This design comes from an exercise in tuning for a short achievable clock period and few clock cycles on the open sky130 flow, not from production work.
Where RTL was checked, it was by simulation tests only, not by an equivalence proof against the original.
Power figures rest on the tool's default switching activity, not on a simulated workload.

==> 06-25: inputs <==
==> flow/design.v <==
module open_risc_v(
	input  wire 		  clk   		,
	input  wire 		  rst		    ,
	input  wire [31:0]    inst_i		,
	output wire [31:0]    inst_addr_o	,
	output wire 		  rd_wen_o		,
	output wire [4:0]     rd_addr_o		,
	output wire [31:0]    rd_data_o
);
	function [32:0] ks_add;
		input [31:0] x;
		input [31:0] y;
		input        cin;
		reg   [31:0] g, p, gg, pp;
		integer      i, d;
		begin
			g  = x & y;
			p  = x ^ y;
			gg = g;
			gg[0] = g[0] | (p[0] & cin);
			pp = p;
			for (d = 1; d < 32; d = d * 2)
				for (i = 31; i >= d; i = i - 1) begin
					gg[i] = gg[i] | (pp[i] & gg[i-d]);
					pp[i] = pp[i] & pp[i-d];
				end
			ks_add[0] = p[0] ^ cin;
			for (i = 1; i < 32; i = i + 1)
				ks_add[i] = p[i] ^ gg[i-1];
			ks_add[32] = gg[31];
		end
	endfunction
	localparam BB = 7;               
	reg [31:0] pc_q;                 
	reg        redir_q;              
	reg [31:0] rtgt_q;               
	reg [31:0] ras_q;                
	reg [31:0] jt_q;                 
	reg [2:0]  bt [0:(1<<BB)-1];     
	reg        e_valid;
	reg [31:0] e_op1, e_op2;
	reg [31:0] e_sha;                
	reg [4:0]  e_shb;
	reg [4:0]  e_rd;
	reg        e_wen;
	reg        e_add, e_sub, e_slt, e_sltu, e_xor, e_or, e_and;
	reg        e_sll, e_srl, e_sra, e_link;
	reg [31:0] e_pc4;
	reg [31:0] e_tgt;
	reg        e_br;
	reg        e_ceq, e_clt, e_cltu;
	reg        e_x;                  
	reg        e_pred;
	reg        e_jalr;
	reg        e_jpred;
	reg [31:0] e_ptgt;
	reg [BB-1:0] e_bidx;
	reg [2:0]  e_bctr;
	reg        u_bvalid;
	reg        u_taken;
	reg [BB-1:0] u_bidx;
	reg [2:0]  u_bctr;
	reg        u_jvalid;
	reg [31:0] u_jtgt;
	reg        w_wen;
	reg [4:0]  w_rd;
	reg [31:0] w_data;
	reg [31:0] rf [1:31];
	wire [31:0] pc  = redir_q ? rtgt_q : pc_q;
	wire [31:0] ins = inst_i;
	wire [4:0]  opc = ins[6:2];
	wire [2:0]  f3  = ins[14:12];
	wire [4:0]  rd  = ins[11:7];
	wire [4:0]  rs1 = ins[19:15];
	wire [4:0]  rs2 = ins[24:20];
	wire is_op    = (opc == 5'b01100);
	wire is_opimm = (opc == 5'b00100);
	wire is_lui   = (opc == 5'b01101);
	wire is_auipc = (opc == 5'b00101);
	wire is_jal   = (opc == 5'b11011);
	wire is_jalr  = (opc == 5'b11001);
	wire is_br    = (opc == 5'b11000);
	wire [31:0] imm_i = {{20{ins[31]}}, ins[31:20]};
	wire [31:0] imm_u = {ins[31:12], 12'b0};
	wire [31:0] imm_b = {{19{ins[31]}}, ins[31], ins[7], ins[30:25], ins[11:8], 1'b0};
	wire [31:0] imm_j = {{11{ins[31]}}, ins[31], ins[19:12], ins[20], ins[30:21], 1'b0};
	wire [31:0] rf1 = (rs1 == 5'd0) ? 32'b0 : ((w_wen & (rs1 == w_rd)) ? w_data : rf[rs1]);
	wire [31:0] rf2 = (rs2 == 5'd0) ? 32'b0 : ((w_wen & (rs2 == w_rd)) ? w_data : rf[rs2]);
	wire [32:0] pc4_c = ks_add(pc, 32'd4, 1'b0);
	wire [31:0] pc4   = pc4_c[31:0];
	wire [32:0] tgtj_c = ks_add(pc, imm_j, 1'b0);
	wire [32:0] tgtb_c = ks_add(pc, imm_b, 1'b0);
	wire [31:0] f_tgt  = ins[3] ? tgtj_c[31:0] : tgtb_c[31:0];
	wire [BB-1:0] f_bidx = pc[BB+1:2];
	wire [2:0]    f_bctr = bt[f_bidx];
	wire f_bdir  = f_bctr[2] ? f_bctr[1] : (ins[31] | ins[12]);
	wire f_bpred = is_br & f_bdir;
	wire f_take  = is_jal | f_bpred;
	wire f_jpred = is_jalr & (ins[31:20] == 12'b0);
	wire [31:0] f_jtgt = (rd == 5'd0) ? ras_q : jt_q;
	wire uses1 = is_op | is_opimm | is_br | is_jalr;
	wire uses2 = is_op | is_br;
	wire e_wr  = e_valid & e_wen;
	wire [31:0] op1_d = is_auipc ? pc : (is_lui ? 32'b0 : rf1);
	wire [31:0] op2_d = uses2 ? rf2 : ((is_lui | is_auipc) ? imm_u : imm_i);
	wire alu_rr  = is_op;
	wire alu_ri  = is_opimm;
	wire alu_any = alu_rr | alu_ri;
	wire is_shift = alu_any & ((f3 == 3'b001) | (f3 == 3'b101));
	wire fwd1    = uses1 & e_wr & (rs1 == e_rd);
	wire fwd2    = uses2 & e_wr & (rs2 == e_rd);
	wire [31:0] a = e_op1;
	wire [31:0] b = e_op2;
	wire [32:0] sum_c  = ks_add(a, b, 1'b0);
	wire [32:0] diff_c = ks_add(a, ~b, 1'b1);
	wire [31:0] sum  = sum_c[31:0];
	wire [31:0] diff = diff_c[31:0];
	wire        eq   = (a == b);
	wire        ltu  = (a < b);
	wire        lt   = ($signed(a) < $signed(b));
	wire [31:0] sll  = e_sha << e_shb;
	wire [31:0] srl  = e_sha >> e_shb;
	wire [31:0] sra  = $signed(e_sha) >>> e_shb;
	wire [31:0] result =
		({32{e_add }} & sum ) |
		({32{e_sub }} & diff) |
		({32{e_slt }} & {31'b0, lt }) |
		({32{e_sltu}} & {31'b0, ltu}) |
		({32{e_xor }} & (a ^ b)) |
		({32{e_or  }} & (a | b)) |
		({32{e_and }} & (a & b)) |
		({32{e_sll }} & sll) |
		({32{e_srl }} & srl) |
		({32{e_sra }} & sra) |
		({32{e_link}} & e_pc4);
	wire cmp      = (e_ceq & eq) | (e_clt & lt) | (e_cltu & ltu);
	wire br_mis   = e_valid & e_br & (cmp ^ e_x);
	wire jalr_mis = e_valid & e_jalr & ~(e_jpred & (a == e_ptgt));
	wire redirect = br_mis | jalr_mis;
	wire [31:0] redirect_tgt = e_jalr ? {sum[31:1], 1'b0} : (e_pred ? e_pc4 : e_tgt);
	wire taken    = cmp ^ e_x ^ e_pred;
	integer i;
	always @(posedge clk) begin
		if (rst == 1'b0) begin
			pc_q     <= 32'b0;
			redir_q  <= 1'b0;
			ras_q    <= 32'b0;
			jt_q     <= 32'b0;
			e_valid  <= 1'b0;
			u_bvalid <= 1'b0;
			u_jvalid <= 1'b0;
			w_wen    <= 1'b0;
			for (i = 0; i < (1<<BB); i = i + 1)
				bt[i] <= 3'b0;
			for (i = 1; i < 32; i = i + 1)
				rf[i] <= 32'b0;
		end else begin
			redir_q <= redirect;
			if (f_take)
				pc_q <= f_tgt;
			else if (f_jpred)
				pc_q <= f_jtgt;
			else
				pc_q <= pc4;
			if ((is_jal | is_jalr) & (rd == 5'd1))
				ras_q <= pc4;
			e_valid <= ~redirect;
			u_bvalid <= e_valid & e_br;
			u_jvalid <= e_valid & e_jalr & (e_rd != 5'd0);
			if (u_bvalid)
				bt[u_bidx] <= {1'b1, u_bctr[2] ? (u_taken ? ((u_bctr[1:0] == 2'b11) ? 2'b11 : u_bctr[1:0] + 2'b01)
				                                          : ((u_bctr[1:0] == 2'b00) ? 2'b00 : u_bctr[1:0] - 2'b01))
				                               : (u_taken ? 2'b11 : 2'b00)};
			if (u_jvalid)
				jt_q <= u_jtgt;
			w_wen <= e_wr;
			if (w_wen)
				rf[w_rd] <= w_data;
		end
	end
	always @(posedge clk) begin
		e_op1   <= fwd1 ? result : op1_d;
		e_op2   <= fwd2 ? result : op2_d;
		if (is_shift) begin
			e_sha <= fwd1 ? result : op1_d;
			e_shb <= fwd2 ? result[4:0] : op2_d[4:0];
		end
		rtgt_q  <= redirect_tgt;
		e_rd    <= rd;
		e_wen   <= (alu_any | is_lui | is_auipc | is_jal | is_jalr) & (rd != 5'd0);
		e_add   <= (alu_ri & f3 == 3'b000) | (alu_rr & f3 == 3'b000 & ~ins[30]) |
		           is_lui | is_auipc;
		e_sub   <= alu_rr & f3 == 3'b000 & ins[30];
		e_slt   <= alu_any & f3 == 3'b010;
		e_sltu  <= alu_any & f3 == 3'b011;
		e_xor   <= alu_any & f3 == 3'b100;
		e_or    <= alu_any & f3 == 3'b110;
		e_and   <= alu_any & f3 == 3'b111;
		e_sll   <= alu_any & f3 == 3'b001;
		e_srl   <= alu_any & f3 == 3'b101 & ~ins[30];
		e_sra   <= alu_any & f3 == 3'b101 & ins[30];
		e_link  <= is_jal | is_jalr;
		e_pc4   <= pc4;
		e_tgt   <= f_tgt;
		e_br    <= is_br;
		e_ceq   <= (f3[2:1] == 2'b00);
		e_clt   <= (f3[2:1] == 2'b10);
		e_cltu  <= (f3[2:1] == 2'b11);
		e_x     <= f3[0] ^ f_bpred;
		e_pred  <= f_bpred;
		e_jalr  <= is_jalr;
		e_jpred <= f_jpred;
		e_ptgt  <= f_jtgt;
		e_bidx  <= f_bidx;
		e_bctr  <= f_bctr;
		u_taken <= taken;
		u_bidx  <= e_bidx;
		u_bctr  <= e_bctr;
		u_jtgt  <= {sum[31:1], 1'b0};
		w_rd    <= e_rd;
		w_data  <= result;
	end
	assign inst_addr_o = pc;
	assign rd_wen_o    = w_wen & rst;
	assign rd_addr_o   = w_rd;
	assign rd_data_o   = w_data;
endmodule
==> flow/run.sh <==
#!/bin/bash
# synth_recipe.tcl (not shown) runs the flow's synth.tcl, then flattens the netlist and writes it again
# the make line also repeats each setting of config.mk as NAME=value (left out here)
make -C /OpenROAD-flow-scripts/flow DESIGN_CONFIG=/design/flow/config.mk WORK_HOME=/design/flow/orfs CLKGATE_MAP_FILE= SYNTH_SCRIPT=/design/flow/synth_recipe.tcl finish
==> flow/config.mk <==
export PLATFORM = sky130hd
export DESIGN_NAME = open_risc_v
export DESIGN_NICKNAME = open_risc_v
export VERILOG_FILES = /design/flow/design.v
export SDC_FILE = /design/flow/constraint.sdc
export NUM_CORES = 4
export LEC_CHECK = 0
export ABC_CLOCK_PERIOD_IN_PS = 2500
export CAP_MARGIN = 20
export CORE_MARGIN = 2
export CORE_UTILIZATION = 40
export PLACE_DENSITY = 0.6
export SETUP_SLACK_MARGIN = 4.0
export SLEW_MARGIN = 20
export TNS_END_PERCENT = 100
==> flow/constraint.sdc <==
create_clock -name core_clock -period 7.2 [get_ports {clk}]
set_input_delay 1.4400 -clock core_clock [delete_from_list [all_inputs] [get_ports {clk}]]
set_output_delay 1.4400 -clock core_clock [all_outputs]
set_load 0.01 [all_outputs]
==> 06-03: changes against 06-25 <==
--- a/flow/design.v
+++ b/flow/design.v
@@ -31,16 +31,12 @@
 		end
 	endfunction
 	localparam BB = 7;               
-	reg [31:0] pc_q;                 
-	reg        redir_q;              
-	reg [31:0] rtgt_q;               
+	reg [31:0] pc_q;
 	reg [31:0] ras_q;                
 	reg [31:0] jt_q;                 
 	reg [2:0]  bt [0:(1<<BB)-1];     
 	reg        e_valid;
 	reg [31:0] e_op1, e_op2;
-	reg [31:0] e_sha;                
-	reg [4:0]  e_shb;
 	reg [4:0]  e_rd;
 	reg        e_wen;
 	reg        e_add, e_sub, e_slt, e_sltu, e_xor, e_or, e_and;
@@ -66,7 +62,6 @@
 	reg [4:0]  w_rd;
 	reg [31:0] w_data;
 	reg [31:0] rf [1:31];
-	wire [31:0] pc  = redir_q ? rtgt_q : pc_q;
 	wire [31:0] ins = inst_i;
 	wire [4:0]  opc = ins[6:2];
 	wire [2:0]  f3  = ins[14:12];
@@ -86,12 +81,11 @@
 	wire [31:0] imm_j = {{11{ins[31]}}, ins[31], ins[19:12], ins[20], ins[30:21], 1'b0};
 	wire [31:0] rf1 = (rs1 == 5'd0) ? 32'b0 : ((w_wen & (rs1 == w_rd)) ? w_data : rf[rs1]);
 	wire [31:0] rf2 = (rs2 == 5'd0) ? 32'b0 : ((w_wen & (rs2 == w_rd)) ? w_data : rf[rs2]);
-	wire [32:0] pc4_c = ks_add(pc, 32'd4, 1'b0);
+	wire [32:0] pc4_c = ks_add(pc_q, 32'd4, 1'b0);
 	wire [31:0] pc4   = pc4_c[31:0];
-	wire [32:0] tgtj_c = ks_add(pc, imm_j, 1'b0);
-	wire [32:0] tgtb_c = ks_add(pc, imm_b, 1'b0);
-	wire [31:0] f_tgt  = ins[3] ? tgtj_c[31:0] : tgtb_c[31:0];
-	wire [BB-1:0] f_bidx = pc[BB+1:2];
+	wire [32:0] tgt_c = ks_add(pc_q, ins[3] ? imm_j : imm_b, 1'b0);
+	wire [31:0] f_tgt = tgt_c[31:0];
+	wire [BB-1:0] f_bidx = pc_q[BB+1:2];
 	wire [2:0]    f_bctr = bt[f_bidx];
 	wire f_bdir  = f_bctr[2] ? f_bctr[1] : (ins[31] | ins[12]);
 	wire f_bpred = is_br & f_bdir;
@@ -101,14 +95,11 @@
 	wire uses1 = is_op | is_opimm | is_br | is_jalr;
 	wire uses2 = is_op | is_br;
 	wire e_wr  = e_valid & e_wen;
-	wire [31:0] op1_d = is_auipc ? pc : (is_lui ? 32'b0 : rf1);
+	wire [31:0] op1_d = is_auipc ? pc_q : (is_lui ? 32'b0 : rf1);
 	wire [31:0] op2_d = uses2 ? rf2 : ((is_lui | is_auipc) ? imm_u : imm_i);
 	wire alu_rr  = is_op;
 	wire alu_ri  = is_opimm;
 	wire alu_any = alu_rr | alu_ri;
-	wire is_shift = alu_any & ((f3 == 3'b001) | (f3 == 3'b101));
-	wire fwd1    = uses1 & e_wr & (rs1 == e_rd);
-	wire fwd2    = uses2 & e_wr & (rs2 == e_rd);
 	wire [31:0] a = e_op1;
 	wire [31:0] b = e_op2;
 	wire [32:0] sum_c  = ks_add(a, b, 1'b0);
@@ -118,9 +109,9 @@
 	wire        eq   = (a == b);
 	wire        ltu  = (a < b);
 	wire        lt   = ($signed(a) < $signed(b));
-	wire [31:0] sll  = e_sha << e_shb;
-	wire [31:0] srl  = e_sha >> e_shb;
-	wire [31:0] sra  = $signed(e_sha) >>> e_shb;
+	wire [31:0] sll  = a << b[4:0];
+	wire [31:0] srl  = a >> b[4:0];
+	wire [31:0] sra  = $signed(a) >>> b[4:0];
 	wire [31:0] result =
 		({32{e_add }} & sum ) |
 		({32{e_sub }} & diff) |
@@ -143,7 +134,6 @@
 	always @(posedge clk) begin
 		if (rst == 1'b0) begin
 			pc_q     <= 32'b0;
-			redir_q  <= 1'b0;
 			ras_q    <= 32'b0;
 			jt_q     <= 32'b0;
 			e_valid  <= 1'b0;
@@ -155,14 +145,15 @@
 			for (i = 1; i < 32; i = i + 1)
 				rf[i] <= 32'b0;
 		end else begin
-			redir_q <= redirect;
-			if (f_take)
+			if (redirect)
+				pc_q <= redirect_tgt;
+			else if (f_take)
 				pc_q <= f_tgt;
 			else if (f_jpred)
 				pc_q <= f_jtgt;
 			else
 				pc_q <= pc4;
-			if ((is_jal | is_jalr) & (rd == 5'd1))
+			if (~redirect & (is_jal | is_jalr) & (rd == 5'd1))
 				ras_q <= pc4;
 			e_valid <= ~redirect;
 			u_bvalid <= e_valid & e_br;
@@ -179,13 +170,8 @@
 		end
 	end
 	always @(posedge clk) begin
-		e_op1   <= fwd1 ? result : op1_d;
-		e_op2   <= fwd2 ? result : op2_d;
-		if (is_shift) begin
-			e_sha <= fwd1 ? result : op1_d;
-			e_shb <= fwd2 ? result[4:0] : op2_d[4:0];
-		end
-		rtgt_q  <= redirect_tgt;
+		e_op1   <= (uses1 & e_wr & (rs1 == e_rd)) ? result : op1_d;
+		e_op2   <= (uses2 & e_wr & (rs2 == e_rd)) ? result : op2_d;
 		e_rd    <= rd;
 		e_wen   <= (alu_any | is_lui | is_auipc | is_jal | is_jalr) & (rd != 5'd0);
 		e_add   <= (alu_ri & f3 == 3'b000) | (alu_rr & f3 == 3'b000 & ~ins[30]) |
@@ -220,7 +206,7 @@
 		w_rd    <= e_rd;
 		w_data  <= result;
 	end
-	assign inst_addr_o = pc;
+	assign inst_addr_o = pc_q;
 	assign rd_wen_o    = w_wen & rst;
 	assign rd_addr_o   = w_rd;
 	assign rd_data_o   = w_data;
==> qor summary <==
item	06-25	06-03
Share of cell area taken by muxes after synthesis	16.73%	21.43%
Total net switching power	0.009028 W	0.008092 W
Initial antenna violation count	44	33
Number of gates resized after CTS	1,324	942
Number of clock buffers in the layout	262	261
Overall Power	0.02970 W	0.02737 W
Non-clock buffer share	10.08%	8.193%
Share of cell area taken by flip-flops and latches	39.55%	41.76%
Power in the clock group	0.0110 W	0.00976 W
Count of mapped cells out of synthesis	8,984	7,715
Placed Instance Area	105,800 um^2	100,500 um^2
# rows	183	179
Fraction of layout instances using a drive strength above 1	29.53%	30.78%
Sequential power	0.0123 W	0.0118 W
Met2 layer usage reported by global route	50.91%	45.39%
Global routing usage on met1	41.24%	38.97%
Filler cells	21.28k	20.24k
Status	no timing/DRC/antenna violations	no timing/DRC/antenna violations
Peak supply drop	0.2682 mV	0.2161 mV
Final worst path period share	55.14%	53.00%
Grt met3 use	9.653%	6.535%
Number of multi-input combinational cells in the layout	6,169	5,088
Tap cells	3,330	3,167
Die Wd	504.4 um	491.9 um
Post-synthesis cell area	100,200 um^2	95,220 um^2
Internal reg-to-reg setup slack	3.25 ns	3.38 ns
Die Area	254,400 um^2	242,000 um^2
Testbench counts of 06-03, summed over its fixed seeds: cycles 63,656.
No functional check of the RTL was part of 06-25.

## afterwards: timing with drivers on the ports
The flow's constraints put no driver on any port. The routed layouts listed below were extracted and timed again, unchanged, in two steps.
Step 1 sets driving cells, clkbuf_16 on the clock port and buf_2 on the other inputs (assumed; they add their load-dependent delay and slew).
Step 2 times the ports against the registers' clock, not the clock port: input delays grow and output delays shrink by t, the midpoint of the rising clock arrivals with the driver on.
Slacks: ideal ports / drivers / drivers and shift; pairs: ideal ports / drivers.
run | shift t [ns] | setup WS [ns] | pins driven straight from the clock port
06-25 | 0.970 | 3.230 / 3.253 / 2.339 | 1
06-03 | 0.937 | 3.384 / 3.335 / 2.398 | 1
After both steps every run listed still meets setup and hold. The setup slack of 06-03, which loses most, moves by -0.049 ns with the drivers and by -0.986 ns with both steps.
